What follows belongs to an exercise in optimizing a design on an open flow for small area, a short achievable clock period and few clock cycles; a production flow would make more cautious choices. The RTL was checked by simulation tests, not by an equivalence proof against the original design.

==> flow/design.v <==
`timescale 1ns / 1ps
module cpu(
    input clk, rst,
    input prog_we,
    input [4:0] prog_addr,
    input [7:0] prog_data,
    input [4:0] dbg_addr,
    output halt,
    output [7:0] acc,
    output [7:0] dbg_data
    );
localparam [2:0] HLT = 3'd0, SKZ = 3'd1, ADD = 3'd2, AND = 3'd3,
                 XOR = 3'd4, LDA = 3'd5, STO = 3'd6, JMP = 3'd7;
logic [7:0] mem [0:31];
logic [7:0] ir;
logic [4:0] pc;
logic [7:0] ac;
logic       halted;
wire [2:0] op = ir[7:5];
wire [4:0] a  = ir[4:0];
wire       zero = (ac == 8'h00);
wire [4:0] pc1 = pc + 5'd1;
wire [4:0] pc2 = pc + 5'd2;
function automatic [31:0] dec32(input [4:0] x, input en);
    logic [3:0] lo;
    logic [7:0] hi;
    for (int j = 0; j < 4; j++) lo[j] = (x[1:0] == j[1:0]);
    for (int k = 0; k < 8; k++) hi[k] = en && (x[4:2] == k[2:0]);
    for (int i = 0; i < 32; i++) dec32[i] = lo[i % 4] && hi[i / 4];
endfunction
logic [4:0] pc_next;
always_comb begin
    if (op == JMP)               pc_next = a;
    else if (op == SKZ && zero)  pc_next = pc2;
    else                         pc_next = pc1;
end
wire [4:0] fa = (halted || op == HLT) ? dbg_addr : pc_next;
wire fwd_p = !rst && prog_we && prog_addr == 5'd0;
wire fwd_s = rst && !halted && op == STO && a == pc1;
wire [31:0] adec = dec32(a, 1'b1);
wire [31:0] pdec = dec32(prog_addr, prog_we);
function automatic [7:0] rd32(input [4:0] x, input en, input run, input [255:0] m);
    logic [3:0] lo;
    logic [7:0] hi;
    logic [7:0] grp;
    for (int j = 0; j < 4; j++) lo[j] = run ? (x[1:0] == j[1:0]) : (j == 0);
    for (int k = 0; k < 8; k++) hi[k] = en && (run ? (x[4:2] == k[2:0]) : (k == 0));
    rd32 = 8'h00;
    for (int k = 0; k < 8; k++) begin
        grp = 8'h00;
        for (int j = 0; j < 4; j++) grp = grp | ({8{lo[j]}} & m[8 * (4 * k + j) +: 8]);
        rd32 = rd32 | ({8{hi[k]}} & grp);
    end
endfunction
logic [255:0] mflat;
always_comb
    for (int i = 0; i < 32; i++) mflat[8 * i +: 8] = mem[i];
wire [7:0] fdata = rd32(fa, !(fwd_p || fwd_s), rst, mflat) |
                   ({8{fwd_p}} & prog_data) | ({8{fwd_s}} & ac);
wire [7:0] odata = rd32(a, 1'b1, 1'b1, mflat);
wire sto = rst && !halted && op == STO;
wire [7:0] wdata = rst ? ac : prog_data;
always_ff @(posedge clk) begin
    for (int i = 0; i < 32; i++)
        if (pdec[i] || (sto && adec[i]))
            mem[i] <= wdata;
end
always_ff @(posedge clk)
    ir <= fdata;
logic [7:0] g, p, cg, cp, sum;
always_comb begin
    g = ac & odata;
    p = ac ^ odata;
    cg = g;
    cp = p;
    for (int s = 1; s < 8; s = s * 2)
        for (int i = 7; i >= s; i--) begin
            cg[i] = cg[i] | (cp[i] & cg[i - s]);
            cp[i] = cp[i] & cp[i - s];
        end
    sum = p ^ {cg[6:0], 1'b0};
end
logic [7:0] ac_next;
always_comb begin
    case (op)
        ADD:     ac_next = sum;
        AND:     ac_next = g;
        XOR:     ac_next = p;
        LDA:     ac_next = odata;
        default: ac_next = ac;
    endcase
end
always_ff @(posedge clk or negedge rst) begin
    if (!rst) begin
        pc     <= 5'd0;
        ac     <= 8'h00;
        halted <= 1'b0;
    end else if (!halted) begin
        if (op == HLT) halted <= 1'b1;
        else begin
            pc <= pc_next;
            ac <= ac_next;
        end
    end
end
assign halt     = halted;
assign acc      = ac;
assign dbg_data = ir;
endmodule
clock: 10.0 ns
lec_check: 0
cap_margin: 20
core_margin: 2
core_utilization: 60
cts_cluster_diameter: 60
cts_cluster_size: 30
place_density: 0.75
slew_margin: 20
standard.sh (not shown) runs the stock make flow with config.mk's settings and CLKGATE_MAP_FILE= SYNTH_SCRIPT=/design/flow/synth_recipe.tcl, a recipe that flattens the netlist after the stock synthesis.
==> flow/flow/run.sh <==
#!/bin/bash
# Layout flow: the standard ORFS flow, with two changes:
#  - synthesis maps logic with flow/abc.script instead of ORFS's abc_speed.script
#    (same synth -nofsm -noshare, flatten and renaming as synth_recipe.tcl);
#  - optional extra environment settings from flow/env.sh (repair targets etc).
# Every tool's output is in orfs/logs/...; make's own output goes to flow_make.log.
set -euo pipefail
here=$(pwd)
# synthesis script: synth_recipe.tcl with our copy of ORFS synth.tcl
sed "s#log_cmd abc {\*}\$abc_args#set abc_args [lreplace \$abc_args 1 1 $here/flow/abc.script]\n  log_cmd abc {*}\$abc_args#" \
    "$FLOW_HOME/scripts/synth.tcl" > "$here/synth_custom.tcl"
grep -q "flow/abc.script" "$here/synth_custom.tcl"
sed "s#source \$::env(SCRIPTS_DIR)/synth.tcl#source $here/synth_custom.tcl#" synth_recipe.tcl > synth_recipe_custom.tcl
grep -q "synth_custom.tcl" synth_recipe_custom.tcl
sed "s#SYNTH_SCRIPT=[^ ]*#SYNTH_SCRIPT=$here/synth_recipe_custom.tcl#" standard.sh > standard_custom.sh
grep -q "synth_recipe_custom.tcl" standard_custom.sh
if [[ -f flow/env.sh ]]; then source flow/env.sh; fi
bash standard_custom.sh > flow_make.log 2>&1
==> flow/flow/abc.script <==
&get -n
&st
&dch
&nf -p -R 1000
&st
&dch
&nf -p -R 1000
&st
&dch
&nf -p -R 1000
&put
buffer -c
topo
stime -c
upsize -c
dnsize -c
==> flow/flow/env.sh <==
export SETUP_SLACK_MARGIN=6.5
export BUFFER_PORTS_ARGS="-buffer_cell sky130_fd_sc_hd__buf_2"
The baseline ran to the end with no violations.
Testbench counts at the start, summed over its fixed seeds: cycles 15,794.
Change:
--- a/flow/design.v
+++ b/flow/design.v
@@ -35,16 +35,15 @@
     else                         pc_next = pc1;
 end
 wire [4:0] fa = (halted || op == HLT) ? dbg_addr : pc_next;
-wire fwd_p = !rst && prog_we && prog_addr == 5'd0;
-wire fwd_s = rst && !halted && op == STO && a == pc1;
+wire fwd_s = !halted && op == STO && a == pc1;
 wire [31:0] adec = dec32(a, 1'b1);
 wire [31:0] pdec = dec32(prog_addr, prog_we);
-function automatic [7:0] rd32(input [4:0] x, input en, input run, input [255:0] m);
+function automatic [7:0] rd32(input [4:0] x, input en, input [255:0] m);
     logic [3:0] lo;
     logic [7:0] hi;
     logic [7:0] grp;
-    for (int j = 0; j < 4; j++) lo[j] = run ? (x[1:0] == j[1:0]) : (j == 0);
-    for (int k = 0; k < 8; k++) hi[k] = en && (run ? (x[4:2] == k[2:0]) : (k == 0));
+    for (int j = 0; j < 4; j++) lo[j] = (x[1:0] == j[1:0]);
+    for (int k = 0; k < 8; k++) hi[k] = en && (x[4:2] == k[2:0]);
     rd32 = 8'h00;
     for (int k = 0; k < 8; k++) begin
         grp = 8'h00;
@@ -55,18 +54,19 @@
 logic [255:0] mflat;
 always_comb
     for (int i = 0; i < 32; i++) mflat[8 * i +: 8] = mem[i];
-wire [7:0] fdata = rd32(fa, !(fwd_p || fwd_s), rst, mflat) |
-                   ({8{fwd_p}} & prog_data) | ({8{fwd_s}} & ac);
-wire [7:0] odata = rd32(a, 1'b1, 1'b1, mflat);
-wire sto = rst && !halted && op == STO;
+wire [7:0] fdata = rd32(fa, !fwd_s, mflat) | ({8{fwd_s}} & ac);
+wire [7:0] odata = rd32(a, 1'b1, mflat);
+wire sto = !halted && op == STO;
 wire [7:0] wdata = rst ? ac : prog_data;
 always_ff @(posedge clk) begin
     for (int i = 0; i < 32; i++)
         if (pdec[i] || (sto && adec[i]))
             mem[i] <= wdata;
 end
-always_ff @(posedge clk)
-    ir <= fdata;
+localparam [7:0] IR_RESET = {AND, 5'd0};
+always_ff @(posedge clk or negedge rst)
+    if (!rst) ir <= IR_RESET;
+    else      ir <= fdata;
 logic [7:0] g, p, cg, cp, sum;
 always_comb begin
     g = ac & odata;
@@ -92,7 +92,7 @@
 end
 always_ff @(posedge clk or negedge rst) begin
     if (!rst) begin
-        pc     <= 5'd0;
+        pc     <= 5'd31;
         ac     <= 8'h00;
         halted <= 1'b0;
     end else if (!halted) begin
Wire length is lower by a few percent.
First-iteration DRC count is unchanged.
Area after synthesis falls slightly.
Synthesized cell count is lower slightly.
Final area goes down slightly.
Worst setup slack is better by 0.046 ns.
Global-route usage falls by 1.5 points.
Flip-flop and latch count is unchanged.
Testbench counts after the change, summed over its fixed seeds: cycles 15,986.

==> separate check: timing with driven ports <==
No port has a modelled driver above. Below, the same layouts with a new extraction and two added sets of constraints. Step 1 (the two cells are an assumption about what drives the block):
set clk [get_ports {clk}]
set_driving_cell -lib_cell sky130_fd_sc_hd__clkbuf_16 $clk
set_driving_cell -lib_cell sky130_fd_sc_hd__buf_2 [delete_from_list [all_inputs] $clk]
Step 2, shift: input delay + t, output delay - t, t = (earliest + latest rising clock arrival at the registers) / 2. This alone moves slack from input paths to output paths. Three values: no drivers, after step 1, after step 2; two values: the first two.
| run | shift t [ns] | setup WS [ns] | pins driven straight from the clock port |
|---|---|---|---|
| the first run | 0.571 | 6.393 / 6.393 / 5.846 | 1 |
| the second run | 0.573 | 6.439 / 6.439 / 5.931 | 1 |
After both steps setup and hold are still met in every run listed. The setup slack of the first run, which loses most, moves by 0.000 ns with the drivers and by -0.547 ns with both steps.
